Background: an optimization exercise with open tools, aiming at small area, a short achievable clock period and few clock cycles. Do not read the settings as production practice.
RTL that was checked went through simulation tests only; none was proved equivalent to the original.
For runs 2 to 5, only the layout was checked, not whether the RTL still works.
Power and IR drop assume default switching activity.

===== design.v =====
module SME(clk,reset,chardata,isstring,ispattern,valid,match,match_index);
input clk;
input reset;
input [7:0] chardata;
input isstring;
input ispattern;
output match;
output [4:0] match_index;
output valid;
parameter S_idle = 3'b000 ;
parameter S_comp = 3'b001 ;
parameter S_finish = 3'b110 ;
parameter open = 2'b00 ;
parameter ending = 2'b01 ;
parameter space = 2'b10 ;
parameter others = 2'b11 ;
integer i ;
reg [7:0] string_mem[0:31];  
reg [7:0] pat_mem[0:7];  
reg [7:0] pattern[0:7];  
reg change_string, isstring_ff;  
reg start_compare, ispattern_ff;  
reg refresh_pat ;
reg var_length ;
reg [7:0] word_length_bi ;
reg [2:0] word_length_sum ;
reg [4:0] countdown;
reg found_it;
reg check_var;
reg [2:0]state_w, state_r ;
reg [2:0]progress_pat;
reg [4:0]progress_str;
assign valid = (state_r==S_finish) ;
assign match_index = countdown ;
assign match = found_it ;
always @(*) begin
    case(state_r)
        S_idle : begin
            if(start_compare) state_w = S_comp ;
            else state_w = S_idle ;
        end
        S_comp : begin
            if(found_it) state_w = S_finish ; 
            else begin
                if(countdown!=5'd0) state_w = S_comp ;
                else begin
                    state_w = S_finish ;
                end
            end
        end
        S_finish : begin
            state_w = S_idle ;
        end
        default : state_w = S_idle ;
    endcase
end
always @(*) begin
    change_string = (!isstring_ff & isstring) ;
    start_compare = ispattern_ff & !ispattern ; 
    refresh_pat = ispattern & !ispattern_ff ;
end
always @(*) begin
    if(pat_mem[0]==8'h5E) begin
        for(i=0;i<7;i=i+1) pattern[i] = pat_mem[i+1] ;
        pattern[7] = 8'h00 ;
    end
    else begin
        for(i=0;i<8;i=i+1) pattern[i] = pat_mem[i] ;
    end
end
always @(*) begin
    found_it = 
    (
    (word_length_sum==1)? (pattern[0]==string_mem[0]) :
    (word_length_sum==2)? (pattern[0]==string_mem[0])&&(pattern[1]==string_mem[1]) :
    (word_length_sum==3)? (pattern[0]==string_mem[0])&&(pattern[1]==string_mem[1])&&(pattern[2]==string_mem[2]):
    (word_length_sum==4)? (pattern[0]==string_mem[0])&&(pattern[1]==string_mem[1])&&(pattern[2]==string_mem[2])&&(pattern[3]==string_mem[3]):
    (word_length_sum==5)? (pattern[0]==string_mem[0])&&(pattern[1]==string_mem[1])&&(pattern[2]==string_mem[2])&&(pattern[3]==string_mem[3])&&(pattern[4]==string_mem[4]):
    (word_length_sum==6)? (pattern[0]==string_mem[0])&&(pattern[1]==string_mem[1])&&(pattern[2]==string_mem[2])&&(pattern[3]==string_mem[3])&&(pattern[4]==string_mem[4])&&(pattern[5]==string_mem[5]):
    (word_length_sum==7)? (pattern[0]==string_mem[0])&&(pattern[1]==string_mem[1])&&(pattern[2]==string_mem[2])&&(pattern[3]==string_mem[3])&&(pattern[4]==string_mem[4])&&(pattern[5]==string_mem[5])&&(pattern[6]==string_mem[6]):
    (word_length_sum==8)? (pattern[0]==string_mem[0])&&(pattern[1]==string_mem[1])&&(pattern[2]==string_mem[2])&&(pattern[3]==string_mem[3])&&(pattern[4]==string_mem[4])&&(pattern[5]==string_mem[5])&&(pattern[6]==string_mem[6])&&(pattern[7]==string_mem[7]) :
    0 );
end
always @(*) begin
    check_var = (chardata==8'h5E)||(chardata==8'h2E)||(chardata==8'h2A) ;  
end
always @(*) begin
    var_length = (pat_mem[0]==8'h2A)|| (pat_mem[1]==8'h2A)|| (pat_mem[2]==8'h2A)|| (pat_mem[3]==8'h2A)|| (pat_mem[4]==8'h2A)|| (pat_mem[5]==8'h2A)||(pat_mem[6]==8'h2A)||(pat_mem[7]==8'h2A) ;
end
always @(*) begin
    if(pat_mem[0]==8'h5E) begin
        for(i=1;i<8;i=i+1) begin
            word_length_bi[i] = (pat_mem[i]!=8'hff) && (pat_mem[i]!=8'h24) ;
        end
        word_length_bi[0] = 0 ; 
    end
    else if (var_length) begin
        for(i=0;i<8;i=i+1) begin
            word_length_bi[i] = 1 ;
        end
    end
    else begin
        for(i=0;i<8;i=i+1) begin
            word_length_bi[i] = (pat_mem[i]!=8'hff) && (pat_mem[i]!=8'h24) ;
        end
    end
end
always @(*) begin
    if(pat_mem[0]==8'h5E) begin  
        word_length_sum[2:0] = (!pat_mem[2])? 1: (!pat_mem[3])? 2:  (!pat_mem[4])? 3:  (!pat_mem[5])? 4:  (!pat_mem[6])? 5:  (!pat_mem[7])? 6 : 7 ;
    end
    else begin  
        word_length_sum[2:0] = (!pat_mem[1])? 1:(!pat_mem[2])? 2: (!pat_mem[3])? 3:  (!pat_mem[4])? 4:  (!pat_mem[5])? 5:  (!pat_mem[6])?6 : (!pat_mem[7])? 7 : 0 ;
    end
end
always @(posedge clk or posedge reset) begin
    if(reset) begin
        isstring_ff <= 1'b0 ;
        ispattern_ff <= 1'b0 ;
    end
    else begin
        isstring_ff <= isstring ;
        ispattern_ff <= ispattern ;
    end
end
always @(posedge clk or posedge reset) begin
    if(reset) begin
        for(i=0;i<32;i=i+1) begin
            string_mem[i] <= 0 ;
        end
    end
    else begin
        if(isstring) begin
            string_mem[0] <= (progress_str==0)? chardata : string_mem[0] ;
            for(i=1;i<32;i=i+1) begin
                if(i==progress_str) string_mem[i] <= chardata ;
                else string_mem[i] <= string_mem[i] ;
           end
        end
        else begin 
            if(state_r==S_comp) begin
                for(i=0;i<31;i=i+1) begin
                    string_mem[i] <= string_mem[i+1] ;
                end
                string_mem[31] <= string_mem[0] ;
            end
            else if (state_r==S_finish) begin
                for(i=0;i<32;i=i+1) begin
                    string_mem[i] <= string_mem[i] ;
                end
            end
            else begin
                for(i=0;i<32;i=i+1) begin
                    string_mem[i] <= string_mem[i] ;
                end
            end
        end
    end
end
always @(posedge clk or posedge reset) begin
    if(reset) begin
        progress_pat <= 0 ;
        progress_str <= 0 ;
    end
    else begin
        if(ispattern) begin
            progress_pat <= progress_pat + 3'd1 ;
            progress_str <= 0 ;
        end
        else if (isstring) begin
            progress_pat <= 0 ;
            progress_str <= progress_str + 3'd1 ;
        end
        else begin
            progress_pat <= 0 ;
            progress_str <= 0 ;
        end
    end
end
always @(posedge clk or posedge reset) begin
    if(reset) begin
        countdown <= 0 ;
    end
    else begin
        if(start_compare || (state_r== S_comp) )  countdown <= countdown + 1 ;
        else countdown <= 0 ;
    end
end
always @(posedge clk or posedge reset) begin
    if(reset) begin
            for(i=0;i<8;i=i+1) begin
                pat_mem[i] <= 8'hff ;
            end
    end
    else begin
        if(ispattern) begin
            pat_mem[0] <= (progress_pat==0)? chardata : pat_mem[0] ;
            for(i=1;i<8;i=i+1) begin
                if(i==progress_pat) pat_mem[i] <= chardata ;
                else pat_mem[i] <= pat_mem[i] ;
           end
        end
        else if (progress_pat!=3'd0) begin
            for(i=1;i<8;i=i+1) begin
                if(i==progress_pat) pat_mem[i] <= 8'h00 ;
                else pat_mem[i] <= pat_mem[i] ;
           end
        end
        else begin 
            for(i=0;i<8;i=i+1) begin
                pat_mem[i] <= pat_mem[i] ;
            end
        end
    end
end
always @(posedge clk or posedge reset) begin
    if(reset) begin
        state_r <= S_idle ;
    end
    else begin
        state_r <= state_w ;
    end
end
endmodule

===== run.sh =====
#!/bin/bash
# synth_recipe.tcl (not shown) runs the flow's synth.tcl, then flattens the netlist and writes it again
# the make line also repeats each setting of config.mk as NAME=value (left out here)
make -C /OpenROAD-flow-scripts/flow DESIGN_CONFIG=/design/flow/config.mk WORK_HOME=/design/flow/orfs CLKGATE_MAP_FILE= SYNTH_SCRIPT=/design/flow/synth_recipe.tcl finish

===== config.mk =====
export PLATFORM = sky130hd
export DESIGN_NAME = SME
export DESIGN_NICKNAME = SME
export VERILOG_FILES = /design/flow/design.v
export SDC_FILE = /design/flow/constraint.sdc
export NUM_CORES = 4
export LEC_CHECK = 0
export CAP_MARGIN = 20
export CORE_MARGIN = 2
export CORE_UTILIZATION = 40
export SLEW_MARGIN = 20

===== constraint.sdc =====
create_clock -name core_clock -period 6.0 [get_ports {clk}]
set_input_delay 1.2000 -clock core_clock [delete_from_list [all_inputs] [get_ports {clk}]]
set_output_delay 1.2000 -clock core_clock [all_outputs]
set_load 0.01 [all_outputs]

==> results of run 1 <==
cells by family after synthesis:
family          Yosys count  synth area share, %
xor+xnor                 62                 3.48
buf+inv                 143                 3.67
simple gates            462                 12.9
compound gates          665                 22.7
mux                      25                 1.69
fa+ha+maj                14                 1.12
flops                   336                 54.4
state kept, by name, indices dropped and copies added (netlist names):
name,flops
countdown,5
state_r,2
ispattern_ff,1
pat_mem,64
progress_str,5
progress_pat,3
string_mem,256
power groups by stage:
stage	Sequential (mW)	Combinational (mW)	Clock, mW
after detailed placement	3.75	1.75	0
after CTS	3.72	1.76	2.27
after floorplan	3.50	1.36	0
after global placement	3.74	1.70	0
final	3.74	1.76	2.21
after global routing	3.82	2.01	2.36
per-layer routing:
layer / wire length, µm / share of wire, %
met1: 19000 / 46
met2: 18400 / 45
met3: 2160 / 5.3
met4: 1420 / 3.5
met5: 0 / 0
worst paths after layout:
check	start	end	slack [ps]	cells past startpoint
setup / recovery	pat_mem[0][3]	match	620	10
hold / removal	string_mem[18][7]	string_mem[18][7]	480	2
setup reg to reg	pat_mem[0][3]	state_r[0]	2850	9
hold reg to reg	string_mem[18][7]	string_mem[18][7]	480	2
max in group asynchronous	reset	progress_pat[0]	3900	4
min in group asynchronous	reset	string_mem[11][0]	1120	3
layout by cell type (no fill, tap or decap), types with 11 or more instances in the layout:
master	instances
a21oi_1	462
dfrtp_1	272
nor2_1	219
nand2_1	133
o21ai_0	114
dfstp_2	64
xor2_1	42
clkbuf_16	38
inv_1	27
nand3_1	21
xnor2_1	20
nor4_1	18
clkdlybuf4s50_1	18
mux2i_1	16
nor2b_1	14
a22o_1	14
ha_1	14
o21ai_2	13
o21ai_1	11
nor3_1	11
critical path, delay by kind of cell, from the launching register on:
| kind | cells | cell delay, ps |
|---|---|---|
| AOI/OAI and AO/OA | 2 | 430 |
| buffers and inverters | 2 | 910 |
| muxes | 1 | 210 |
| and+or+nand+nor | 5 | 1530 |
| DFF | 1 | 570 |
through the flow:
stage          area (µm²)  hold slack [ps]
4_1_cts             17300              484
5_1_grt             17400              505
6_report            17400              477
3_3_place_gp        16100              466
3_5_place_dp        16100              471
2_1_floorplan       15600              450
layout make-up:
type,instances,area [µm²]
fillers,3815,21200
flip-flops and latches,336,8490
multi-input cells,1228,6630
clock buffers,56,1100
well taps,518,648
repair buffers,32,330
inverters,30,121
clock inverters,9,76.3
diodes,2,5.00
==> key figures, run 1 <==
Clock tree
  – TritonCTS Buffers: 37
  – Root buffer cell: clkbuf_16
  – Post_cts resized: 0
  – Max H-tree Level: 2
  – # hold bufs at CTS: 0
  – Sink Count: 336
  – Later-pin clock latency in the skew report: 540 ps
  – CTS tree: done
  – Post-CTS Setup Inserts: 0
  – Clock tree buffer depth: 3
  – Clock-pin slew on the worst setup and hold paths: ~60 ps

Critical path
  – Crit start category: flip-flop
  – Worst-path cell chain: nand4b_4, nor4_4, buf_4, mux2i_1, nor2_1, or4_1, nor4_2, o311ai_1, a21boi_1, clkdlybuf4s50_1
  – Worst EP arrival: 4180 ps
  – Slowest-stage cell, CP: nor4_4
  – Setup crit end kind: output pin
  – Critical Path Fanout Max: 10
  – Crit path kind: reg -> out
  – CP peak stage delay: 640 ps
  – Worst Path Required: 4800 ps

GRT
  – Initial antenna violation count: 1
  – Number of global-route vias before repair: 11.7k
  – Met3 GRT Util: 3.40%
  – Global route overflow: 0
  – Met2 Use GR: 31.0%
  – First-pass GRT wire length: 66100 µm
  – Gr busiest metal: met2
  – Largest net degree at the start of global routing: 185
  – Met1 Resource Use GR: 28.7%
  – GRT Resource Usage Total: 20.2%

Cells and area
  – Fin cells: 2211
  – Syn-to-layout area delta: 11.5%
  – Final core utilization: a little under half
  – Layout cells sized above 1: 10.5%
  – Layout Nets: around 1.7k

Pwr
  – VDD IR max: 0.190 mV
  – Internal power: 5.09 mW
  – Sw Share: between 30% and 40%
  – Leak: 6.95 nW
  – Seq pwr share: between 40% and 50%
  – NetSw: 2.62 mW
  – Clock power frac: 28.7%
  – P per Cell Area: around 440 nW/µm²
  – Overall power: 7.71 mW
  – Share of power burned in combinational logic: 22.9%

Logic synthesis
  – Post-synth ARST share: 100%
  – Yosys cell types: 66
  – EDFF count, synth: 0
  – Mapped Cells: 1707
  – Mapped Area: 15600 µm²
  – Post-synth top cells: a21oi_1 (463), dfrtp_1 (272), nor2_1 (222)
  – Top_reg_cell synth: dfrtp_1
  – Synth Area per Inst: 9.14 µm²
  – Cell with the most instances after synthesis: a21oi_1
  – Share of Yosys cell area claimed by the top area cell type: 43.6%
  – #FFs+latches synth: 336
  – Yosys warnings: 4
  – Net count after synthesis: approximately 1.7k
  – Synth area leaders: dfrtp_1 (44%), a21oi_1 (15%), dfstp_2 (11%)
  – Seq/Total Area, Yosys: 54.4%
  – Post-synth top area cell: dfrtp_1

Place
  – Placer Congestion: about 0.95
  – DPL Wire Length: 26000 µm
  – Port Buffer Count: 18
  – Placed insts: 2140
  – Post-place setup slack: 1220 ps

Outcome
  – Status: complete, no violations

Drt
  – Drt first pass iters: 6
  – Final wirelength: 41100 µm
  – Post-route DRC: 0
  – Via count: 12.3k
  – Vias per std cell: 5.56
  – Initial DRC Count: 1023
  – Routed WL per cell: 18.6 µm
  – Post-route ant nets: 0

Floorplan
  – Starting Density: 40.5%
  – Core ar.: 38600 µm²
  – I/O Pins: 19
  – Chip Height: 202 µm
  – Die W: 202 µm
  – Die ar.: 40600 µm²
  – Std cell rows: 72

Hold path
  – HP Class: reg -> reg

STA
  – RSZ-0062 raised after global routing: false
  – Final Max Tran Viols: 0
  – Final hold vios: 0
  – Final setup fails: 0
  – FMAX: 0.186 GHz
  – Post-Route Setup TNS: 0 ps
  – Tmin final: 5380 ps
  – Slew headroom: approximately a third
  – Final cycle utilization of the critical path: 89.7%
  – Setup ws final: 617 ps
  – Slew @ Worst Pin: 1010 ps
  – Clock skew: 15.8 ps

Run
  – Max_cap viols: 0
Testbench counts, summed over its fixed seeds: cycles 10,295.
==> run 2: changes to the inputs <==
==> design.v (replaced) <==
module SME(clk,reset,chardata,isstring,ispattern,valid,match,match_index);
input clk;
input reset;
input [7:0] chardata;
input isstring;
input ispattern;
output match;
output [4:0] match_index;
output valid;
integer i;
reg [7:0] S [0:31];      
reg [7:0] pst [2:7];     
reg [4:0] off;           
reg [4:0] wp;            
reg       pat_ff;        
reg [3:0] jcnt;          
reg       caret;         
reg       stopped;       
reg       rep;           
reg       rend;          
reg [31:0] c;            
reg [4:0] b;             
reg [4:0] nb;            
reg [4:0] d;             
reg       valid_r, match_r;
reg [4:0] idx_r;
assign valid = valid_r;
assign match = match_r;
assign match_index = idx_r;
wire       pv   = ispattern | rep;
wire [7:0] rsrc = (jcnt[2:0] == 3'd2) ? pst[2] :
                  (jcnt[2:0] == 3'd3) ? pst[3] :
                  (jcnt[2:0] == 3'd4) ? pst[4] :
                  (jcnt[2:0] == 3'd5) ? pst[5] :
                  (jcnt[2:0] == 3'd6) ? pst[6] :
                  (jcnt[2:0] == 3'd7) ? pst[7] : 8'h00;
wire [7:0] src  = rep ? rsrc : chardata;
wire       first = (jcnt == 4'd0);
wire       isC  = (src == 8'h5E);
wire       zero = (src == 8'h00);
wire       stopc = zero & (~caret | (jcnt != 4'd1));
wire       cmp  = first ? ~isC : (~stopped & ~stopc);
reg [31:0] eq;
always @(*) begin
    for (i = 0; i < 32; i = i + 1) eq[i] = (S[i] == src);
end
wire [31:0] x = (first ? 32'hFFFFFFFF : c) & eq;
wire term    = pat_ff & ~ispattern;
wire repgo   = term & caret & (jcnt == 4'd1);
wire endc    = (term & ~repgo) | rend;
wire noterm  = ~caret & ~stopped & jcnt[3];
reg [31:0] M;
always @(*) begin
    for (i = 0; i < 32; i = i + 1) M[i] = (i >= b);
end
wire [31:0] hi = c & M;
wire [31:0] v  = (|hi) ? hi : c;
reg  [31:0] f;
reg         seen;
always @(*) begin
    seen = 1'b0;
    for (i = 0; i < 32; i = i + 1) begin
        f[i] = v[i] & ~seen;
        seen = seen | v[i];
    end
end
reg [4:0] ks;
always @(*) begin
    ks = 5'd0;
    for (i = 0; i < 32; i = i + 1) if (f[i]) ks = ks | i[4:0];
end
wire found = (|c) & ~noterm;
wire nxt   = |(f & {c[0], c[31:1]});
wire [4:0] idx  = ks + nb;
wire [4:0] offn = ks + d;
wire [4:0] off_next = (endc & found) ? offn : off;
always @(posedge clk or posedge reset) begin
    if (reset) begin
        for (i = 0; i < 32; i = i + 1) S[i] <= 8'h00;
    end else if (isstring) begin
        for (i = 0; i < 32; i = i + 1) if (wp == i) S[i] <= chardata;
    end
end
always @(posedge clk or posedge reset) begin
    if (reset) begin
        for (i = 2; i < 8; i = i + 1) pst[i] <= 8'hFF;
    end else begin
        for (i = 2; i < 8; i = i + 1) begin
            if (ispattern && jcnt == i) pst[i] <= chardata;
            else if (term && jcnt == i) pst[i] <= 8'h00;
        end
    end
end
always @(posedge clk or posedge reset) begin
    if (reset) begin
        off <= 5'd0;
        wp <= 5'd0;
        pat_ff <= 1'b0;
        jcnt <= 4'd0;
        caret <= 1'b0;
        stopped <= 1'b0;
        rep <= 1'b0;
        rend <= 1'b0;
        c <= 32'd0;
        b <= 5'd0;
        nb <= 5'd0;
        d <= 5'd0;
        valid_r <= 1'b0;
        match_r <= 1'b0;
        idx_r <= 5'd0;
    end else begin
        pat_ff <= ispattern;
        off <= off_next;
        wp <= isstring ? wp + 5'd1 : off_next;
        if (pv) jcnt <= jcnt + 4'd1;
        else if (repgo) jcnt <= 4'd1;
        else jcnt <= 4'd0;
        rep <= repgo | (rep & (jcnt != 4'd7));
        rend <= rep & (jcnt == 4'd7);
        if (pv) begin
            if (first) begin
                caret <= isC;
                stopped <= 1'b0;
                c <= isC ? 32'hFFFFFFFF : {x[30:0], x[31]};
                b <= off + {4'd0, ~isC};
                nb <= 5'd2 - off - {4'd0, ~isC};
                d <= 5'd1 - {4'd0, ~isC};
            end else begin
                if (stopc) stopped <= 1'b1;
                if (cmp) begin
                    c <= {x[30:0], x[31]};
                    b <= b + 5'd1;
                    nb <= nb - 5'd1;
                    d <= d - 5'd1;
                end
            end
        end
        valid_r <= endc;
        if (endc) begin
            match_r <= found & nxt;
            idx_r <= found ? idx : 5'd1;
        end
    end
end
endmodule
==> key figures, run 2 <==
Logic synthesis
  – Synth Area in Compound Gates: 13.2% (was 22.7%)
  – Mapped Cells: 1848 (was 1707)
  – Net count after synthesis: 1895 (was 1733)
  – Mapped Area: 20700 µm² (was 15600 µm²)
  – Share of Yosys cell area claimed by the top area cell type: 39.7% (was 43.6%)
  – Synth Area per Inst: 11.2 µm² (was 9.14 µm²)
  – Yosys cell types: 95 (was 66)
  – Seq/Total Area, Yosys: 45.8% (was 54.4%)
  – Post-synth top cells: dfrtp_1 (329), mux2_2 (259), xor2_1 (137) (was a21oi_1 (463), dfrtp_1 (272), nor2_1 (222))
  – Simple logic cell fraction of the synthesized area: 9.23% (was 13.0%)
  – Cell with the most instances after synthesis: dfrtp_1 (was a21oi_1)
  – Xor/xnor cell area share of the yosys netlist: 11.4% (was 3.48%)
  – EDFF count, synth: 0 (unchanged)
  – Yosys warnings: 3 (was 4)
  – Post-synthesis mux area share: 14.7% (was 1.69%)
  – Synth area leaders: dfrtp_1 (40%), mux2_2 (14%), dfstp_2 (6.1%) (was dfrtp_1 (44%), a21oi_1 (15%), dfstp_2 (11%))
  – Main combinational cell family by area after synthesis: multiplexers (was compound AO/OA/AOI/OAI gates)
  – Top_reg_cell synth: dfrtp_1 (unchanged)
  – #FFs+latches synth: 377 (was 336)
  – Post-synth ARST share: 100% (unchanged)
  – Post-synthesis adder-cell area fraction: 2.22% (was 1.12%)
  – Post-synth top area cell: dfrtp_1 (unchanged)

Floorplan
  – Die W: 232 µm (was 202 µm)
  – Std cell rows: 83 (was 72)
  – I/O Pins: 19 (unchanged)
  – Die ar.: 53700 µm² (was 40600 µm²)
  – Core ar.: 51300 µm² (was 38600 µm²)
  – Chip Height: 232 µm (was 202 µm)
  – Starting Density: 40.4% (was 40.5%)

Cells and area
  – Top reg by flops: S (was string_mem)
  – Top flop regs: S x256, pst x48, c x32 (was string_mem x256, pat_mem x64)
  – Layout cells sized above 1: 26.3% (was 10.5%)
  – Fin cells: 2559 (was 2211)
  – Syn-to-layout area delta: 11.7% (was 11.5%)
  – Commonest non-fill, non-tap cells in the layout: dfrtp_1 (329), mux2_2 (259), xor2_1 (137), xnor2_1 (133), nor2_1 (95) (was a21oi_1 (462), dfrtp_1 (272), nor2_1 (219), nand2_1 (133), o21ai_0 (114))
  – Commonest non-fill, non-tap cell in the layout: dfrtp_1 (was a21oi_1)
  – # diodes: 0 (was 2)
  – Max FFs per register: 256 (unchanged)
  – Layout Nets: 1894 (was 1691)

STA
  – Final hold vios: 0 (unchanged)
  – Final Max Tran Viols: 0 (unchanged)
  – Clock skew: 49.7 ps (was 15.8 ps)
  – Slew headroom: 28.7% (was 32.3%)
  – Setup ws final: 406 ps (was 617 ps)
  – FMAX: 0.179 GHz (was 0.186 GHz)
  – Tmin final: 5590 ps (was 5380 ps)
  – Final cycle utilization of the critical path: 93.2% (was 89.7%)
  – Final setup fails: 0 (unchanged)
  – Slew @ Worst Pin: 1070 ps (was 1010 ps)
  – RSZ-0062 raised after global routing: false (unchanged)
  – Hold_ws: 475 ps (was 477 ps)

Critical path
  – CP delay by family, top: compound AO/OA/AOI/OAI gates (was simple AND/OR/NAND/NOR gates)
  – Worst-path cell chain: inv_1, ha_1, o21bai_2, a2111oi_1, nor2_1, a211oi_1, and4_2, buf_12, a21o_1, a21oi_1, nand4_4, nor3_2, a221oi_1, nand4_1, ha_1, fa_1, a21o_1, a21oi_1, xnor2_1, or4b_1, a31oi_1 (was nand4b_4, nor4_4, buf_4, mux2i_1, nor2_1, or4_1, nor4_2, o311ai_1, a21boi_1, clkdlybuf4s50_1)
  – Crit start category: flip-flop (unchanged)
  – CP Buf/Inv Count: 2 (unchanged)
  – Worst Path Required: 6500 ps (was 4800 ps)
  – Crit path kind: reg -> reg (was reg -> out)
  – Critical Path Fanout Max: 26 (was 10)
  – Setup crit end kind: flip-flop (was output pin)
  – CP peak stage delay: 480 ps (was 640 ps)
  – Worst EP arrival: 6090 ps (was 4180 ps)
  – R2R setup slack: 410 ps (was 2850 ps)
  – Slowest-stage cell, CP: or4b_1 (was nor4_4)

Drt
  – Post-route ant nets: 0 (unchanged)
  – Drt first pass iters: 8 (was 6)
  – Via count: 15.0k (was 12.3k)
  – Final wirelength: 63300 µm (was 41100 µm)
  – Routed WL per cell: 24.8 µm (was 18.6 µm)
  – Post-route DRC: 0 (unchanged)
  – Vias per std cell: 5.86 (was 5.56)
  – Initial DRC Count: 1280 (was 1023)

Outcome
  – Status: complete, no violations (unchanged)

GRT
  – GRT Resource Usage Total: 23.8% (was 20.2%)
  – Number of global-route vias before repair: 15.1k (was 11.7k)
  – Global route overflow: 0 (unchanged)
  – First-pass GRT wire length: 96500 µm (was 66100 µm)
  – Largest net degree at the start of global routing: 115 (was 185)
  – Initial antenna violation count: 0 (was 1)

Clock tree
  – Clock tree buffer depth: 3 (unchanged)
  – Clock-pin slew on the worst setup and hold paths: 70 ps (was 60 ps)
  – Sink Count: 377 (was 336)
  – TritonCTS Buffers: 44 (was 37)
  – Later-pin clock latency in the skew report: 590 ps (was 540 ps)
  – CTS tree: done (unchanged)
  – # hold bufs at CTS: 0 (unchanged)
  – Max H-tree Level: 2 (unchanged)
  – Root buffer cell: clkbuf_16 (unchanged)

Hold path
  – HP Class: reg -> reg (unchanged)

Place
  – Post-place setup slack: 362 ps (was 1220 ps)
  – Port Buffer Count: 18 (unchanged)
  – DPL Wire Length: 40100 µm (was 26000 µm)
  – Placer Congestion: 0.962 (was 0.952)
  – Placed insts: 2481 (was 2140)

Pwr
  – P per Cell Area: 615 nW/µm² (was 444 nW/µm²)
  – Sw Share: 41.8% (was 34.0%)
  – Clock power frac: 18.4% (was 28.7%)
  – NetSw: 5.95 mW (was 2.62 mW)
  – Seq pwr share: 33.4% (was 48.4%)
  – Share of power burned in combinational logic: 48.2% (was 22.9%)
  – Internal power: 8.30 mW (was 5.09 mW)
  – VDD IR max: 0.299 mV (was 0.190 mV)
  – Leak: 9.95 nW (was 6.95 nW)

Run
  – Max_cap viols: 0 (unchanged)
## run 2: changes by cell type after synthesis, moves of 23 or more
cell,previous run,this run
a21oi_1,463,50
buf_2,1,27
clkbuf_1,108,85
nor4_1,18,48
mux2_2,8,259
nor2_1,222,95
dfrtp_1,272,329
a22o_1,14,62
nand2_1,133,85
xnor2_1,20,133
a31oi_1,5,29
o21ai_0,114,35
xor2_1,42,137
## run 2: layout make-up
class	instances	area, µm²
clock buffers	68	1280
clock inverters	10	111
fillers	4808	28100
inverters	43	168
multi-input cells	1304	10600
flip-flops and latches	377	9490
well taps	680	851
repair buffers	77	633
## run 2: timing repair
action                                  4_1_cts  5_1_grt
gates resized for setup                       0        1
endpoints found under the setup margin        0        1
buffers inserted                              0        0
hold endpoints to repair                      0        0
## run 2: path summary, 6_finish.rpt
path	from	cells after the start	end
min	idx_r[1]	2	idx_r[1]
max reg2reg	b[1]	21	wp[4]
min reg2reg	idx_r[1]	2	idx_r[1]
max in group asynchronous	reset	3	S[23][5]
min in group asynchronous	reset	2	S[26][1]
max	b[1]	21	wp[4]
## run 2: cells by family (layout without fill, tap and decap cells)
| group | Yosys count | in the layout |
|---|---|---|
| XOR/XNOR | 270 | 270 |
| buffers and inverters | 167 | 198 |
| multiplexers | 272 | 272 |
| AO/OA/AOI/OAI | 361 | 361 |
| AND/OR/NAND/NOR | 366 | 366 |
| adder cells (fa/ha/maj) | 35 | 35 |
| flip-flops | 377 | 377 |
## run 2: routing by layer
metal / vias to the layer above / GRT usage, % / part of all wire, %
li1: 6684 / - / -
met3: 93 / 3.17 / 5.4
met4: 0 / 6.57 / 2.4
met5: - / 0 / 0
met1: 7768 / 35.7 / 49
met2: 458 / 35.7 / 43
## run 2: stage by stage
stage | power [mW] | utilization [%] | cell area (µm²) | TNS [ps]
2_1_floorplan | 9.51 | - | 20800 | -73980
3_3_place_gp | 11.5 | 42.5 | 21800 | 0
3_5_place_dp | 11.6 | 42.5 | 21800 | 0
4_1_cts | 14.2 | 45.2 | 23200 | 0
5_1_grt | 15.1 | 45.2 | 23200 | 0
6_report | 14.3 | 45.2 | 23200 | 0
## run 2: power by group through the flow
stage                     clock network [mW]  logic [mW]  registers [mW]
final                                   2.62        6.87            4.77
after global routing                    2.77        7.44            4.91
after CTS                               2.67        6.81            4.76
after detailed placement                   0        6.79            4.79
after global placement                     0        6.74            4.74
after floorplan                            0        5.05            4.46
## run 2: worst register-to-register path, delay by kind of cell, from the launching register on
kind                       cells  cell delay, ps
and+or+nand+nor                6            1550
DFF                            1             400
adders and majority gates      3             900
xor gates and xnor gates       1             160
buffers and inverters          2             340
AOI/OAI and AO/OA              9            2190
==> run 3: changes to the inputs <==
==> design.v (replaced) <==
module SME(clk,reset,chardata,isstring,ispattern,valid,match,match_index);
input clk;
input reset;
input [7:0] chardata;
input isstring;
input ispattern;
output match;
output [4:0] match_index;
output valid;
integer i;
reg [7:0] S [0:31];      
reg [7:0] pst [2:7];     
reg [4:0] off;           
reg [4:0] wp;            
reg       str_ff;        
reg       pat_ff;        
reg [3:0] jcnt;          
reg       rep;           
reg       rend;          
reg       valid_r;
reg       caret;         
reg       stopped;       
reg [31:0] c;            
reg [4:0] b;             
reg [4:0] nb;            
reg [4:0] d;             
reg       match_r;
reg [4:0] idx_r;
assign valid = valid_r;
assign match = match_r;
assign match_index = idx_r;
function [6:0] pe32;
    input [31:0] v;
    input [31:0] pb;
    reg [31:0] a, p;
    reg [4:0] ix [0:31];
    integer n, k;
    begin
        a = v; p = pb;
        for (k = 0; k < 32; k = k + 1) ix[k] = 5'd0;
        for (n = 0; n < 5; n = n + 1) begin
            for (k = 0; k < 32; k = k + 1) begin
                if (k % (2 << n) == 0) begin
                    if (!a[k]) begin
                        ix[k] = ix[k + (1 << n)] | (5'd1 << n);
                        p[k] = p[k + (1 << n)];
                    end
                    a[k] = a[k] | a[k + (1 << n)];
                end
            end
        end
        pe32 = {a[0], p[0], ix[0]};
    end
endfunction
wire       pv   = ispattern | rep;
reg  [7:0] rsrc;
always @(*) begin
    case (jcnt[2:0])
        3'd2: rsrc = pst[2];
        3'd3: rsrc = pst[3];
        3'd4: rsrc = pst[4];
        3'd5: rsrc = pst[5];
        3'd6: rsrc = pst[6];
        3'd7: rsrc = pst[7];
        default: rsrc = 8'h00;
    endcase
end
wire [7:0] src   = rep ? rsrc : chardata;
wire       first = (jcnt == 4'd0);
wire       isC   = (src == 8'h5E);
wire       zero  = (src == 8'h00);
wire       stopc = zero & (~caret | (jcnt != 4'd1));
wire       cmpn  = ~stopped & ~stopc;       
reg [31:0] eq;
always @(*) begin
    for (i = 0; i < 32; i = i + 1) eq[i] = (S[i] == src);
end
wire [31:0] x = (first ? 32'hFFFFFFFF : c) & eq;
wire term   = pat_ff & ~ispattern;
wire repgo  = term & caret & (jcnt == 4'd1);
wire endc   = (term & ~repgo) | rend;
wire noterm = ~caret & ~stopped & jcnt[3];
reg [31:0] M;
always @(*) begin
    for (i = 0; i < 32; i = i + 1) M[i] = (i >= b);
end
wire [31:0] pr = c & {c[0], c[31:1]};
wire [6:0] pa = pe32(c & M, pr & M);
wire [6:0] pc = pe32(c, pr);
wire [4:0] ks  = pa[6] ? pa[4:0] : pc[4:0];
wire       nxt = pa[6] ? pa[5] : pc[5];
wire found = pc[6] & ~noterm;
wire [4:0] idx  = ks + nb;
wire [4:0] offn = ks + d;
wire [4:0] slot = str_ff ? wp : off;
always @(posedge clk or posedge reset) begin
    if (reset) begin
        for (i = 0; i < 32; i = i + 1) S[i] <= 8'h00;
    end else if (isstring) begin
        for (i = 0; i < 32; i = i + 1) if (slot == i) S[i] <= chardata;
    end
end
always @(posedge clk or posedge reset) begin
    if (reset) begin
        for (i = 2; i < 8; i = i + 1) pst[i] <= 8'hFF;
    end else begin
        for (i = 2; i < 8; i = i + 1)
            if ((ispattern | term) && jcnt == i) pst[i] <= ispattern ? chardata : 8'h00;
    end
end
always @(posedge clk or posedge reset) begin
    if (reset) begin
        off <= 5'd0;
        wp <= 5'd0;
        str_ff <= 1'b0;
        pat_ff <= 1'b0;
        jcnt <= 4'd0;
        rep <= 1'b0;
        rend <= 1'b0;
        valid_r <= 1'b0;
    end else begin
        str_ff <= isstring;
        pat_ff <= ispattern;
        if (endc & found) off <= offn;
        wp <= slot + 5'd1;
        if (pv) jcnt <= jcnt + 4'd1;
        else if (repgo) jcnt <= 4'd1;
        else jcnt <= 4'd0;
        rep <= repgo | (rep & (jcnt != 4'd7));
        rend <= rep & (jcnt == 4'd7);
        valid_r <= endc;
    end
end
always @(posedge clk) begin
    if (pv) begin
        if (first) begin
            caret <= isC;
            stopped <= 1'b0;
            c <= isC ? 32'hFFFFFFFF : {x[30:0], x[31]};
            b <= isC ? off : off + 5'd1;
            nb <= isC ? 5'd2 - off : 5'd1 - off;
            d <= isC ? 5'd1 : 5'd0;
        end else begin
            if (stopc) stopped <= 1'b1;
            if (cmpn) begin
                c <= {x[30:0], x[31]};
                b <= b + 5'd1;
                nb <= nb - 5'd1;
                d <= d - 5'd1;
            end
        end
    end
    if (endc) begin
        match_r <= found & nxt;
        idx_r <= found ? idx : 5'd1;
    end
end
endmodule
==> key figures, run 3 <==
Outcome
  – Status: complete, no violations (unchanged)

Critical path
  – Setup crit end kind: flip-flop (unchanged)
  – Most used cell, CP: inv_1
  – R2r startpoint: b[4] (was b[1])
  – Worst EP arrival: 4890 ps (was 6090 ps)
  – Crit path kind: reg -> reg (unchanged)
  – R2R setup slack: 1410 ps (was 410 ps)
  – Crit start category: flip-flop (unchanged)
  – Worst Path Required: 6300 ps (was 6500 ps)
  – Worst-path cell chain: inv_1, o311a_1, a2111o_1, nand2b_1, a21oi_1, o21ai_1, a311oi_1, ha_1, inv_1, fa_1, inv_1, a21o_1, a21oi_1, xor2_1, xnor2_1, nor2_1 (was inv_1, ha_1, o21bai_2, a2111oi_1, nor2_1, a211oi_1, and4_2, buf_12, a21o_1, a21oi_1, nand4_4, nor3_2, a221oi_1, nand4_1, ha_1, fa_1, a21o_1, a21oi_1, xnor2_1, or4b_1, a31oi_1)
  – Worst r2r path cells: 16 (was 21)
  – Worst r2r dst: idx_r[4] (was wp[4])
  – Slowest-stage cell, CP: edfxtp_1 (was or4b_1)
  – Critical Path Fanout Max: 18 (was 26)
  – CP peak stage delay: 790 ps (was 480 ps)

Clock tree
  – TritonCTS Buffers: 44 (unchanged)
  – Post_cts resized: 0 (unchanged)
  – # hold bufs at CTS: 0 (unchanged)
  – Post-CTS Setup Inserts: 0 (unchanged)
  – CTS tree: done (unchanged)
  – Max H-tree Level: 2 (unchanged)
  – Clock tree buffer depth: 3 (unchanged)
  – Clock-pin slew on the worst setup and hold paths: 60 ps (was 70 ps)
  – Root buffer cell: clkbuf_16 (unchanged)
  – Later-pin clock latency in the skew report: 570 ps (was 590 ps)
  – Sink Count: 378 (was 377)

Cells and area
  – Fin cells: 2461 (was 2559)
  – Top flop regs: S x256, pst x48, c x32 (unchanged)
  – Design area: 22300 µm² (was 23200 µm²)
  – Commonest non-fill, non-tap cell in the layout: dfrtp_1 (unchanged)
  – Fill cell count: 4744 (was 4808)
  – Layout cells sized above 1: 24.2% (was 26.3%)
  – Max FFs per register: 256 (unchanged)
  – # diodes: 0 (unchanged)
  – Commonest non-fill, non-tap cells in the layout: dfrtp_1 (275), mux2_2 (258), xor2_1 (168), xnor2_1 (115), nand2_1 (97) (was dfrtp_1 (329), mux2_2 (259), xor2_1 (137), xnor2_1 (133), nor2_1 (95))
  – Top reg by flops: S (unchanged)
  – Final core utilization: 44.6% (was 45.2%)
  – Syn-to-layout area delta: 10.1% (was 11.7%)
  – Layout Nets: 1798 (was 1894)

Logic synthesis
  – Simple logic cell fraction of the synthesized area: 8.26% (was 9.23%)
  – Cell with the most instances after synthesis: dfrtp_1 (unchanged)
  – Xor/xnor cell area share of the yosys netlist: 12.2% (was 11.4%)
  – Yosys warnings: 5 (was 3)
  – Main combinational cell family by area after synthesis: multiplexers (unchanged)
  – #FFs+latches synth: 378 (was 377)
  – Net count after synthesis: 1822 (was 1895)
  – Synth Area per Inst: 11.4 µm² (was 11.2 µm²)
  – Mapped Cells: 1779 (was 1848)
  – Post-synth top cells: dfrtp_1 (275), mux2_2 (258), xor2_1 (168) (was dfrtp_1 (329), mux2_2 (259), xor2_1 (137))
  – Top_reg_cell synth: dfrtp_1 (unchanged)
  – Yosys cell types: 79 (was 95)
  – Synth Area in Compound Gates: 10.7% (was 13.2%)
  – Post-synth ARST share: 85.4% (was 100%)
  – EDFF count, synth: 55 (was 0)
  – Post-synth top area cell: dfrtp_1 (unchanged)
  – Synth area leaders: dfrtp_1 (34%), mux2_2 (14%), edfxtp_1 (8.2%) (was dfrtp_1 (40%), mux2_2 (14%), dfstp_2 (6.1%))
  – Post-synthesis mux area share: 14.7% (about the same)
  – Share of Yosys cell area claimed by the top area cell type: 34.0% (was 39.7%)
  – Seq/Total Area, Yosys: 48.3% (was 45.8%)
  – Mapped Area: 20300 µm² (was 20700 µm²)
  – Post-synthesis adder-cell area fraction: 1.99% (was 2.22%)

Hold path
  – Hold Startpoint: pst[6][5] (was idx_r[1])
  – Endpoint, Worst Hold: pst[6][5] (was idx_r[1])
  – HP Class: reg -> reg (unchanged)
  – Worst Hold Depth: 2 (unchanged)

STA
  – Final hold vios: 0 (unchanged)
  – Final Max Tran Viols: 0 (unchanged)
  – Final cycle utilization of the critical path: 76.5% (was 93.2%)
  – Slew headroom: 32.8% (was 28.7%)
  – Clock skew: 12.5 ps (was 49.7 ps)
  – Final setup fails: 0 (unchanged)
  – RSZ-0062 raised after global routing: false (unchanged)
  – Post-Route Setup TNS: 0 ps (unchanged)
  – Slew @ Worst Pin: 1000 ps (was 1070 ps)
  – Tmin final: 4590 ps (was 5590 ps)
  – FMAX: 0.218 GHz (was 0.179 GHz)

Run
  – Max_cap viols: 0 (unchanged)

Pwr
  – Overall power: 13.8 mW (was 14.3 mW)
  – Leak: 9.43 nW (was 9.95 nW)
  – VDD IR max: 0.278 mV (was 0.299 mV)
  – P per Cell Area: 618 nW/µm² (was 615 nW/µm²)

Place
  – Post-DP Area: 21000 µm² (was 21800 µm²)
  – Port Buffer Count: 18 (unchanged)
  – Placed insts: 2381 (was 2481)
  – DPL Wire Length: 34500 µm (was 40100 µm)
  – Placer Congestion: 0.908 (was 0.962)

Drt
  – Initial DRC Count: 912 (was 1280)
  – Via count: 13.9k (was 15.0k)
  – Post-route ant nets: 0 (unchanged)
  – Drt first pass iters: 5 (was 8)
  – Post-route DRC: 0 (unchanged)
  – Routed WL per cell: 23.1 µm (was 24.8 µm)
  – Vias per std cell: 5.65 (was 5.86)
  – Final wirelength: 56800 µm (was 63300 µm)

Floorplan
  – Chip Height: 229 µm (was 232 µm)
  – Starting Density: 40.5% (was 40.4%)
  – Die ar.: 52500 µm² (was 53700 µm²)
  – Std cell rows: 82 (was 83)
  – I/O Pins: 19 (unchanged)
  – Die W: 229 µm (was 232 µm)
  – Core ar.: 50100 µm² (was 51300 µm²)

GRT
  – Largest net degree at the start of global routing: 116 (was 115)
  – Global route overflow: 0 (unchanged)
  – Initial antenna violation count: 0 (unchanged)
  – First-pass GRT wire length: 88500 µm (was 96500 µm)
  – Number of global-route vias before repair: 14.3k (was 15.1k)
  – GRT Resource Usage Total: 22.0% (was 23.8%)
## run 3: cell types whose count changed after synthesis, sizes merged, moves of 30 or more
cell    delta
o21ai     +30
a22o      -31
nand3     +30
edfxtp    +55
xor2      +31
dfrtp     -54
## run 3: worst max-delay path by stage
stage	startpoint	depth (start not counted)	endpoint
2_1_floorplan	reset	1	S[0][0]
3_3_place_gp	b[4]	16	idx_r[4]
3_5_place_dp	b[1]	17	idx_r[4]
4_1_cts	b[1]	17	idx_r[4]
5_1_grt	b[0]	18	idx_r[4]
6_report	b[4]	16	idx_r[4]
## run 3: area by class of cell
class	instances	area, µm²	area share (%)
multi-input cells	1233	9750	43.7
inverters	53	203	0.909
clock buffers	70	1300	5.83
repair buffers	45	368	1.65
flip-flops and latches	378	9790	43.9
clock inverters	10	48.8	0.219
well taps	672	841	3.77
## run 3: per-stage QoR
step	hold WS, ps	setup WS (ps)
after floorplan	457	530
after global placement	468	1620
after detailed placement	477	1470
after CTS	482	1460
after global routing	494	1050
final	478	1410
## run 3: metal layers
metal / vias up / global-route usage, % / part of all wire [%]
li1: 6278 / - / -
met2: 311 / 36.0 / 47
met5: - / 0 / 0
met3: 106 / 2.85 / 3.8
met4: 0 / 6.80 / 3.0
met1: 7203 / 30.3 / 46
## run 3: kinds of logic after synthesis
| family | count (synthesis) |
|---|---|
| flops | 378 |
| simple gates | 352 |
| mux | 266 |
| compound gates | 301 |
| xor+xnor | 283 |
| buf+inv | 168 |
| fa+ha+maj | 31 |
## run 3: worst max-delay path, delay by kind of cell (launching register included)
kind	cells	cell delay, ps
adders and majority gates	2	670
buffers and inverters	3	470
DFF	1	790
xor gates and xnor gates	2	290
and+or+nand+nor	2	220
AOI/OAI and AO/OA	7	1860
## run 3: power breakdown
part / internal (mW) / switching, mW / leakage (nW) / total [mW]
registers: 4.02 / 1.15 / 4.57 / 5.17
logic: 2.68 / 3.39 / 4.20 / 6.07
clock network: 1.48 / 1.05 / 0.651 / 2.54
==> run 4: changes to the inputs <==
--- a/config.mk
+++ b/config.mk
@@ -7,2 +7,3 @@
 export LEC_CHECK = 0
+export ABC_CLOCK_PERIOD_IN_PS = 2000
 export CAP_MARGIN = 20
@@ -10,2 +11,3 @@
 export CORE_UTILIZATION = 40
+export SETUP_SLACK_MARGIN = 3.6
 export SLEW_MARGIN = 20
==> key figures, run 4 <==
Cells and area
  – Max FFs per register: 256 (unchanged)
  – # diodes: 0 (unchanged)
  – Top reg by flops: S (unchanged)
  – Design area: 26300 µm² (was 22300 µm²)
  – Commonest non-fill, non-tap cells in the layout: dfrtp_1 (272), mux2_2 (258), xor2_1 (141), buf_4 (113), xnor2_1 (102) (was dfrtp_1 (275), mux2_2 (258), xor2_1 (168), xnor2_1 (115), nand2_1 (97))
  – Layout cells sized above 1: 42.4% (was 24.2%)
  – Layout Nets: 1986 (was 1798)
  – Commonest non-fill, non-tap cell in the layout: dfrtp_1 (unchanged)
  – Fin cells: 2649 (was 2461)
  – Top flop regs: S x256, pst x48, c x32 (unchanged)
  – Syn-to-layout area delta: 29.7% (was 10.1%)

Pwr
  – Overall power: 17.1 mW (was 13.8 mW)
  – Leak: 11.0 nW (was 9.43 nW)
  – VDD IR max: 0.255 mV (was 0.278 mV)
  – P per Cell Area: 649 nW/µm² (was 618 nW/µm²)

Place
  – Placed insts: 2381 (unchanged)
  – Post-DP Area: 21100 µm² (was 21000 µm²)
  – Placer Congestion: 0.897 (was 0.908)
  – DPL Wire Length: 35200 µm (was 34500 µm)
  – Port Buffer Count: 18 (unchanged)

GRT
  – Global route overflow: 0 (unchanged)
  – GRT Resource Usage Total: 24.2% (was 22.0%)
  – Number of global-route vias before repair: 15.2k (was 14.3k)
  – Initial antenna violation count: 0 (unchanged)
  – First-pass GRT wire length: 96500 µm (was 88500 µm)
  – Largest net degree at the start of global routing: 81 (was 116)

STA
  – Slew @ Worst Pin: 985 ps (was 1000 ps)
  – Hold_ws: 484 ps (was 478 ps)
  – Tmin final: 3740 ps (was 4590 ps)
  – Clock skew: 12.1 ps (was 12.5 ps)
  – FMAX: 0.267 GHz (was 0.218 GHz)
  – Post-Route Setup TNS: 0 ps (unchanged)
  – Slew headroom: 34.2% (was 32.8%)
  – Final setup fails: 0 (unchanged)
  – RSZ-0062 raised after global routing: true (was false)
  – Final cycle utilization of the critical path: 62.4% (was 76.5%)
  – Final Max Tran Viols: 0 (unchanged)
  – Final hold vios: 0 (unchanged)

Critical path
  – CP Buf/Inv Count: 2 (was 3)
  – CP delay by family, top: compound AO/OA/AOI/OAI gates (unchanged)
  – Worst-path cell chain: buf_6, inv_4, ha_4, o21bai_4, o211a_1, a2111o_1, nand3b_1, a211oi_4, a311oi_2, ha_2, fa_2, a21o_1, a21oi_2, xor2_1, xnor2_1, o21ai_1 (was inv_1, o311a_1, a2111o_1, nand2b_1, a21oi_1, o21ai_1, a311oi_1, ha_1, inv_1, fa_1, inv_1, a21o_1, a21oi_1, xor2_1, xnor2_1, nor2_1)
  – Crit path kind: reg -> reg (unchanged)
  – Worst r2r dst: off[4] (was idx_r[4])
  – CP peak stage delay: 420 ps (was 790 ps)
  – CP endpoint: off[4] (was idx_r[4])
  – Worst r2r path cells: 16 (unchanged)
  – Crit start category: flip-flop (unchanged)
  – Crit. Startpoint: b[1] (was b[4])
  – Setup crit end kind: flip-flop (unchanged)
  – R2R setup slack: 2260 ps (was 1410 ps)
  – Worst EP arrival: 4200 ps (was 4890 ps)
  – Worst Path Required: 6450 ps (was 6300 ps)
  – R2r startpoint: b[1] (was b[4])
  – Crit. path cell count: 16 (unchanged)
  – Critical Path Fanout Max: 6 (was 18)
  – Slowest-stage cell, CP: a2111o_1 (was edfxtp_1)

Hold path
  – HP Class: reg -> reg (unchanged)

Run
  – Max_cap viols: 0 (unchanged)

Logic synthesis
  – Synth Area per Inst: 11.4 µm² (unchanged)
  – #FFs+latches synth: 378 (unchanged)
  – Seq/Total Area, Yosys: 48.3% (unchanged)
  – Yosys cell types: 79 (unchanged)
  – Post-synthesis mux area share: 14.7% (unchanged)
  – Main combinational cell family by area after synthesis: multiplexers (unchanged)
  – Post-synth top area cell: dfrtp_1 (unchanged)
  – Yosys warnings: 5 (unchanged)
  – Mapped Cells: 1779 (unchanged)
  – Synth area leaders: dfrtp_1 (34%), mux2_2 (14%), edfxtp_1 (8.2%) (unchanged)
  – Synth Area in Compound Gates: 10.7% (unchanged)
  – Mapped Area: 20300 µm² (unchanged)
  – Post-synth top cells: dfrtp_1 (275), mux2_2 (258), xor2_1 (168) (unchanged)
  – Post-synth ARST share: 85.4% (unchanged)
  – Top_reg_cell synth: dfrtp_1 (unchanged)
  – Simple logic cell fraction of the synthesized area: 8.26% (unchanged)
  – EDFF count, synth: 55 (unchanged)
  – Share of Yosys cell area claimed by the top area cell type: 34.0% (unchanged)
  – Cell with the most instances after synthesis: dfrtp_1 (unchanged)
  – Xor/xnor cell area share of the yosys netlist: 12.2% (unchanged)
  – Net count after synthesis: 1822 (unchanged)
  – Post-synthesis adder-cell area fraction: 1.99% (unchanged)

Floorplan
  – Std cell rows: 82 (unchanged)
  – Die ar.: 52500 µm² (unchanged)
  – Chip Height: 229 µm (unchanged)
  – Starting Density: 40.5% (unchanged)
  – I/O Pins: 19 (unchanged)
  – Core ar.: 50100 µm² (unchanged)
  – Die W: 229 µm (unchanged)

Drt
  – Initial DRC Count: 1113 (was 912)
  – Post-route ant nets: 0 (unchanged)
  – Vias per std cell: 5.69 (was 5.65)
  – Post-route DRC: 0 (unchanged)
  – Final wirelength: 65400 µm (was 56800 µm)
  – Drt first pass iters: 5 (unchanged)
  – Routed WL per cell: 24.7 µm (was 23.1 µm)
  – Via count: 15.1k (was 13.9k)

Clock tree
  – Sink Count: 378 (unchanged)
  – Root buffer cell: clkbuf_16 (unchanged)
  – CTS tree: done (unchanged)
  – Later-pin clock latency in the skew report: 570 ps (about the same)
  – Clock-pin slew on the worst setup and hold paths: 60 ps (about the same)
  – TritonCTS Buffers: 43 (was 44)
  – Clock tree buffer depth: 3 (unchanged)
  – Max H-tree Level: 2 (unchanged)

Outcome
  – Status: complete, no violations (unchanged)
[run 4: cell counts after synthesis]
No cell type changed its count.
[run 4: final cells by class]
| type | instances | area, µm² |
|---|---|---|
| clock buffers | 72 | 1290 |
| clock inverters | 7 | 85.1 |
| fillers | 4328 | 23800 |
| inverters | 53 | 215 |
| multi-input cells | 1237 | 11300 |
| flip-flops and latches | 378 | 9800 |
| well taps | 672 | 841 |
| repair buffers | 229 | 2700 |
| repair inverters | 1 | 5.00 |
[run 4: timing repair]
item                       in CTS  in global routing
hold buffers                    0                  0
setup buffers                  94                 72
cloned                         17                  6
pin swaps                      79                111
gates resized for setup       245                162
setup endpoints to repair     700                458
[run 4: layer usage]
layer	up-vias	track usage, %	share of wire (%)
met5	-	0	0
li1	6650	-	-
met1	7758	33.1	43
met2	500	37.8	46
met4	0	9.94	4.1
met3	156	4.57	6.5
[run 4: kinds of logic after synthesis]
kind of cell	count (synthesis)
multiplexers	266
buffers and inverters	168
flip-flops	378
XOR/XNOR	283
AND/OR/NAND/NOR	352
adder cells (fa/ha/maj)	31
AO/OA/AOI/OAI	301
[run 4: how the worst min path moves through the flow]
| stage | cells after the start | to | startpoint |
|---|---|---|---|
| after global placement | 2 | pst[6][1] | pst[6][1] |
| final | 2 | pst[2][5] | pst[2][5] |
| after detailed placement | 2 | pst[2][5] | pst[2][5] |
| after global routing | 2 | pst[2][7] | pst[2][7] |
| after CTS | 2 | pst[2][5] | pst[2][5] |
| after floorplan | 2 | pst[2][4] | pst[2][4] |
[run 4: report_power, final]
part,total (mW),switching (mW),internal (mW),leakage (nW)
registers,5.12,1.11,4.01,4.57
clock network,2.59,1.05,1.54,0.670
logic,9.34,4.81,4.53,5.79
total,17.1,6.97,10.1,11.0
[run 4: worst register-to-register path: cells and delay by family (launching register included)]
kind | cells | cell delay (ps)
compound gates | 8 | 1740
xor+xnor | 2 | 350
fa+ha+maj | 3 | 750
buf+inv | 2 | 170
flops | 1 | 400
simple gates | 1 | 240
[run 4: metrics by stage]
| stage | setup WS (ps) | utilization, % |
|---|---|---|
| floorplan | 530 | - |
| global placement | 1690 | 42.2 |
| detailed placement | 1660 | 42.2 |
| CTS | 2190 | 49.5 |
| global route | 2090 | 52.5 |
| finish | 2260 | 52.5 |
==> run 5: changes to the inputs <==
--- a/design.v
+++ b/design.v
@@ -23,5 +23,5 @@
 reg [31:0] c;            
-reg [4:0] b;             
+reg [31:0] M;            
 reg [4:0] nb;            
-reg [4:0] d;             
+reg [7:0] rb;            
 reg       match_r;
@@ -34,4 +34,6 @@
     input [31:0] pb;
+    input [4:0] add;
     reg [31:0] a, p;
-    reg [4:0] ix [0:31];
+    reg [5:0] sm [0:31];
+    reg h;
     integer n, k;
@@ -39,3 +41,3 @@
         a = v; p = pb;
-        for (k = 0; k < 32; k = k + 1) ix[k] = 5'd0;
+        for (k = 0; k < 32; k = k + 1) sm[k] = 6'd0;
         for (n = 0; n < 5; n = n + 1) begin
@@ -43,6 +45,9 @@
                 if (k % (2 << n) == 0) begin
-                    if (!a[k]) begin
-                        ix[k] = ix[k + (1 << n)] | (5'd1 << n);
+                    h = ~a[k];
+                    if (h) begin
+                        sm[k] = sm[k + (1 << n)];
                         p[k] = p[k + (1 << n)];
                     end
+                    sm[k] = (sm[k] & ((6'd1 << n) - 6'd1)) |
+                            (({5'd0, sm[k][n]} + {5'd0, h} + {5'd0, add[n]}) << n);
                     a[k] = a[k] | a[k + (1 << n)];
@@ -51,3 +56,3 @@
         end
-        pe32 = {a[0], p[0], ix[0]};
+        pe32 = {a[0], p[0], sm[0][4:0]};
     end
@@ -55,15 +60,15 @@
 wire       pv   = ispattern | rep;
-reg  [7:0] rsrc;
+reg  [7:0] rnext;                
 always @(*) begin
     case (jcnt[2:0])
-        3'd2: rsrc = pst[2];
-        3'd3: rsrc = pst[3];
-        3'd4: rsrc = pst[4];
-        3'd5: rsrc = pst[5];
-        3'd6: rsrc = pst[6];
-        3'd7: rsrc = pst[7];
-        default: rsrc = 8'h00;
+        3'd1: rnext = pst[2];
+        3'd2: rnext = pst[3];
+        3'd3: rnext = pst[4];
+        3'd4: rnext = pst[5];
+        3'd5: rnext = pst[6];
+        3'd6: rnext = pst[7];
+        default: rnext = 8'h00;
     endcase
 end
-wire [7:0] src   = rep ? rsrc : chardata;
+wire [7:0] src   = rep ? rb : chardata;
 wire       first = (jcnt == 4'd0);
@@ -82,14 +87,17 @@
 wire noterm = ~caret & ~stopped & jcnt[3];
-reg [31:0] M;
-always @(*) begin
-    for (i = 0; i < 32; i = i + 1) M[i] = (i >= b);
-end
 wire [31:0] pr = c & {c[0], c[31:1]};
-wire [6:0] pa = pe32(c & M, pr & M);
-wire [6:0] pc = pe32(c, pr);
-wire [4:0] ks  = pa[6] ? pa[4:0] : pc[4:0];
+wire [6:0] pa = pe32(c & M, pr & M, nb);
+wire [6:0] pc = pe32(c, pr, nb);
+wire [4:0] idx = pa[6] ? pa[4:0] : pc[4:0];
 wire       nxt = pa[6] ? pa[5] : pc[5];
 wire found = pc[6] & ~noterm;
-wire [4:0] idx  = ks + nb;
-wire [4:0] offn = ks + d;
+wire [4:0] offn = idx + offm1;    
+wire [4:0] offm1 = off - 5'd1;
+reg [31:0] T0, T1;                
+always @(*) begin
+    for (i = 0; i < 32; i = i + 1) begin
+        T0[i] = (i >= off);
+        T1[i] = (i >= off + 1) | (off == 5'd31);
+    end
+end
 wire [4:0] slot = str_ff ? wp : off;
@@ -139,5 +147,4 @@
             c <= isC ? 32'hFFFFFFFF : {x[30:0], x[31]};
-            b <= isC ? off : off + 5'd1;
+            M <= isC ? T0 : T1;
             nb <= isC ? 5'd2 - off : 5'd1 - off;
-            d <= isC ? 5'd1 : 5'd0;
         end else begin
@@ -146,5 +153,4 @@
                 c <= {x[30:0], x[31]};
-                b <= b + 5'd1;
+                M <= M[30] ? {M[30:0], 1'b0} : 32'hFFFFFFFF;
                 nb <= nb - 5'd1;
-                d <= d - 5'd1;
             end
@@ -152,2 +158,3 @@
     end
+    rb <= rep ? rnext : 8'h00;
     if (endc) begin
--- a/config.mk
+++ b/config.mk
@@ -7,3 +7,2 @@
 export LEC_CHECK = 0
-export ABC_CLOCK_PERIOD_IN_PS = 2000
 export CAP_MARGIN = 20
@@ -11,3 +10,3 @@
 export CORE_UTILIZATION = 40
-export SETUP_SLACK_MARGIN = 3.6
+export SETUP_SLACK_MARGIN = 3.7
 export SLEW_MARGIN = 20
==> key figures, run 5 <==
Logic synthesis
  – Top_reg_cell synth: dfrtp_1 (unchanged)
  – Share of Yosys cell area claimed by the top area cell type: 30.4% (was 34.0%)
  – Net count after synthesis: 2089 (was 1822)
  – EDFF count, synth: 77 (was 55)
  – Yosys cell types: 77 (was 79)
  – Post-synth ARST share: 79.2% (was 85.4%)
  – Mapped Area: 22600 µm² (was 20300 µm²)
  – #FFs+latches synth: 408 (was 378)
  – Seq/Total Area, Yosys: 47.0% (was 48.3%)
  – Synth area leaders: dfrtp_1 (30%), mux2_2 (14%), edfxtp_1 (10%) (was dfrtp_1 (34%), mux2_2 (14%), edfxtp_1 (8.2%))
  – Yosys warnings: 5 (unchanged)
  – Synth Area per Inst: 11.3 µm² (was 11.4 µm²)
  – Post-synth top area cell: dfrtp_1 (unchanged)
  – Post-synth top cells: dfrtp_1 (275), mux2_2 (272), o21ai_0 (146) (was dfrtp_1 (275), mux2_2 (258), xor2_1 (168))
  – Cell with the most instances after synthesis: dfrtp_1 (unchanged)
  – Mapped Cells: 2001 (was 1779)

Critical path
  – Crit. Startpoint: c[8] (was b[1])
  – R2R setup slack: 1550 ps (was 2260 ps)
  – Slowest-stage cell, CP: edfxtp_1 (was a2111o_1)
  – CP peak stage delay: 480 ps (was 420 ps)
  – Crit. path cell count: 20 (was 16)
  – Worst r2r dst: off[4] (unchanged)
  – Crit start category: flip-flop (unchanged)
  – Crit path kind: reg -> reg (unchanged)
  – Worst EP arrival: 4970 ps (was 4200 ps)
  – Worst-path cell chain: buf_4, a21oi_2, ha_2, fa_2, mux2i_2, fa_2, mux2_4, fa_1, mux2_4, nor2_4, a31oi_4, ha_4, inv_2, ha_4, a21oi_2, xor2_1, xnor2_1, or3_1, a21oi_2, xor2_1 (was buf_6, inv_4, ha_4, o21bai_4, o211a_1, a2111o_1, nand3b_1, a211oi_4, a311oi_2, ha_2, fa_2, a21o_1, a21oi_2, xor2_1, xnor2_1, o21ai_1)
  – Most used cell, CP: a21oi_2
  – Worst Path Required: 6520 ps (was 6450 ps)
  – Critical Path Fanout Max: 6 (unchanged)
  – CP delay by family, top: adder cells (was compound AO/OA/AOI/OAI gates)
  – CP Buf/Inv Count: 2 (unchanged)
  – R2r startpoint: c[8] (was b[1])
  – Worst r2r path cells: 20 (was 16)
  – Setup crit end kind: flip-flop (unchanged)

Cells and area
  – Reg area: 10600 µm² (was 9800 µm²)
  – Top flop regs: S x256, pst x48 (was S x256, pst x48, c x32)
  – Max FFs per register: 256 (unchanged)
  – Commonest non-fill, non-tap cell in the layout: dfrtp_1 (unchanged)
  – Layout cells sized above 1: 45.1% (was 42.4%)
  – Layout Nets: 2366 (was 1986)
  – # diodes: 0 (unchanged)
  – Commonest non-fill, non-tap cells in the layout: dfrtp_1 (269), mux2_2 (268), buf_4 (176), xor2_1 (133), xnor2_1 (102) (was dfrtp_1 (272), mux2_2 (258), xor2_1 (141), buf_4 (113), xnor2_1 (102))
  – Fill cell count: 4610 (was 4328)
  – Area occupied by multi-input gates: 13000 µm² (was 11300 µm²)
  – Top reg by flops: S (unchanged)
  – Final core utilization: 54.8% (was 52.5%)
  – Syn-to-layout area delta: 36.1% (was 29.7%)

Floorplan
  – Die ar.: 58400 µm² (was 52500 µm²)
  – Die W: 242 µm (was 229 µm)
  – Std cell rows: 87 (was 82)
  – Chip Height: 242 µm (was 229 µm)
  – Starting Density: 40.2% (was 40.5%)
  – I/O Pins: 19 (unchanged)
  – Core ar.: 56200 µm² (was 50100 µm²)

Place
  – Placer Congestion: 0.912 (was 0.897)
  – DPL Wire Length: 41900 µm (was 35200 µm)
  – Port Buffer Count: 18 (unchanged)

Drt
  – Final wirelength: 76600 µm (was 65400 µm)
  – Vias per std cell: 5.75 (was 5.69)
  – Drt first pass iters: 6 (was 5)
  – Initial DRC Count: 1677 (was 1113)
  – Via count: 17.7k (was 15.1k)
  – Post-route ant nets: 0 (unchanged)
  – Routed WL per cell: 24.9 µm (was 24.7 µm)
  – Post-route DRC: 0 (unchanged)

Pwr
  – VDD IR max: 0.365 mV (was 0.255 mV)
  – P per Cell Area: 681 nW/µm² (was 649 nW/µm²)
  – Leak: 12.7 nW (was 11.0 nW)

GRT
  – Number of global-route vias before repair: 17.9k (was 15.2k)
  – Gr busiest metal: met2 (unchanged)
  – First-pass GRT wire length: 115000 µm (was 96500 µm)
  – Met1 Resource Use GR: 34.3% (was 33.1%)
  – Global route overflow: 0 (unchanged)
  – Met3 GRT Util: 3.22% (was 4.57%)
  – Largest net degree at the start of global routing: 130 (was 81)
  – Initial antenna violation count: 0 (unchanged)
  – Met2 Use GR: 41.8% (was 37.8%)
  – GRT Resource Usage Total: 25.6% (was 24.2%)

Clock tree
  – Clock-pin slew on the worst setup and hold paths: 60 ps (about the same)
  – Root buffer cell: clkbuf_16 (unchanged)
  – Later-pin clock latency in the skew report: 600 ps (was 570 ps)
  – Max H-tree Level: 2 (unchanged)
  – # hold bufs at CTS: 0 (unchanged)
  – TritonCTS Buffers: 46 (was 43)
  – Sink Count: 408 (was 378)
  – CTS tree: done (unchanged)
  – Clock tree buffer depth: 3 (unchanged)

Hold path
  – HP Class: reg -> reg (unchanged)
  – Endpoint, Worst Hold: pst[2][2] (was pst[2][5])
  – Worst Hold Depth: 2 (unchanged)
  – Hold Startpoint: pst[2][2] (was pst[2][5])

STA
  – Final Max Tran Viols: 0 (unchanged)
  – Slew @ Worst Pin: 923 ps (was 985 ps)
  – Post-Route Setup TNS: 0 ps (unchanged)
  – Final cycle utilization of the critical path: 74.2% (was 62.4%)
  – Clock skew: 26.8 ps (was 12.1 ps)
  – RSZ-0062 raised after global routing: true (unchanged)
  – FMAX: 0.225 GHz (was 0.267 GHz)
  – Slew headroom: 38.4% (was 34.2%)
  – Final setup fails: 0 (unchanged)
  – Tmin final: 4450 ps (was 3740 ps)
  – Final hold vios: 0 (unchanged)

Outcome
  – Status: complete, no violations (unchanged)

Run
  – Max_cap viols: 0 (unchanged)
## run 5: cell types whose count changed after synthesis, moves of 17 or more
cell	previous run	this run
a21oi_1	51	79
nand3_1	63	18
fa_1	2	29
edfxtp_1	55	77
clkbuf_1	67	87
o2111ai_1	25	7
nand2_1	97	114
nand4_1	11	42
o21ai_0	66	146
xor2_1	168	134
mux2i_1	8	28
xnor2_1	115	139
ha_1	29	47
## run 5: power by group
| group | total (mW) | leakage (nW) | switching [mW] | internal [mW] |
|---|---|---|---|---|
| logic | 12.5 | 7.17 | 6.21 | 6.29 |
| registers | 5.61 | 4.82 | 1.19 | 4.42 |
| clock network | 2.84 | 0.754 | 1.20 | 1.64 |
| total | 21.0 | 12.7 | 8.61 | 12.4 |
## run 5: how the worst max path moves through the flow
stage	end	slack [ps]
after global routing	off[4]	1400
final	off[4]	1550
after floorplan	S[0][0]	530
after global placement	off[4]	1250
after CTS	off[4]	1560
after detailed placement	off[4]	1200
## run 5: timing repair
item,in CTS,in global routing
gates resized for setup,393,119
pin swaps,146,86
endpoints found under the setup margin,464,513
gates cloned,33,3
buffers inserted,216,52
## run 5: through the flow
step | hold WS, ps | worst slack (ps) | instance area (µm²) | std cells | power, mW
after floorplan | 455 | 530 | 23200 | 2001 | 11.6
after global placement | 464 | 1250 | 23800 | 2682 | 13.7
after detailed placement | 470 | 1200 | 23800 | 2682 | 13.9
after CTS | 480 | 1560 | 29600 | 3017 | 19.8
after global routing | 499 | 1400 | 30800 | 3072 | 22.1
final | 475 | 1550 | 30800 | 3072 | 21.0
## run 5: layer usage
metal	up-vias	part of all wire (%)
met4	0	4.8
met2	675	47
met5	-	0
li1	7725	-
met1	9096	42
met3	160	5.6
## run 5: cells by family (layout without fill, tap and decap cells)
| logic type | Yosys count | count (layout) | share of synthesized area [%] |
|---|---|---|---|
| buffers and inverters | 183 | 497 | 3.39 |
| xor gates and xnor gates | 273 | 273 | 10.6 |
| and+or+nand+nor | 392 | 393 | 8.81 |
| AOI/OAI and AO/OA | 365 | 365 | 10.0 |
| DFF | 408 | 408 | 47.0 |
| adders and majority gates | 76 | 76 | 5.17 |
| muxes | 304 | 304 | 15.1 |
## run 5: area by class of cell
type	instances	share of cell area [%]
clock inverters	16	0.435
multi-input cells	1411	42.3
repair inverters	3	0.122
repair buffers	354	14.3
inverters	54	0.724
clock buffers	70	4.50
flip-flops and latches	408	34.6
well taps	756	3.08
## run 5: worst register-to-register path, delay by kind of cell, from the launching register on
family          cells  cell delay, ps
xor+xnor            3             440
simple gates        2             440
flops               1             480
compound gates      4             500
fa+ha+maj           6            1670
mux                 3             630
buf+inv             2             230

[port drivers added, routing unchanged]
How much do the figures lean on ideal ports? The routed layouts below were timed once more, with nothing changed but the port constraints.
Step 1 sets driving cells, clkbuf_16 on the clock port and buf_2 on the other inputs (assumed; they add their load-dependent delay and slew).
Step 2 adds t to the input delays and takes it off the output delays; t is the mean of the earliest and latest rising clock arrival at the registers after step 1. Input paths then give back, and output paths get back, about the clock's delay inside the block.
a / b / c = ideal ports / drivers / drivers and shift; a / b = the first two.
run | t, ns | slack for setup (ns) | worst slew at a driven data input, ns
run 1 | 0.589 | 0.617 / 0.562 / 1.108 | 0.08
run 2 | 0.623 | 0.406 / 0.406 / 0.406 | 0.03
run 3 | 0.614 | 1.412 / 1.412 / 1.412 | 0.04
run 4 | 0.613 | 2.256 / 2.256 / 2.256 | 0.05
run 5 | 0.645 | 1.549 / 1.549 / 1.549 | 0.09
After both steps setup and hold are still met in every run listed.
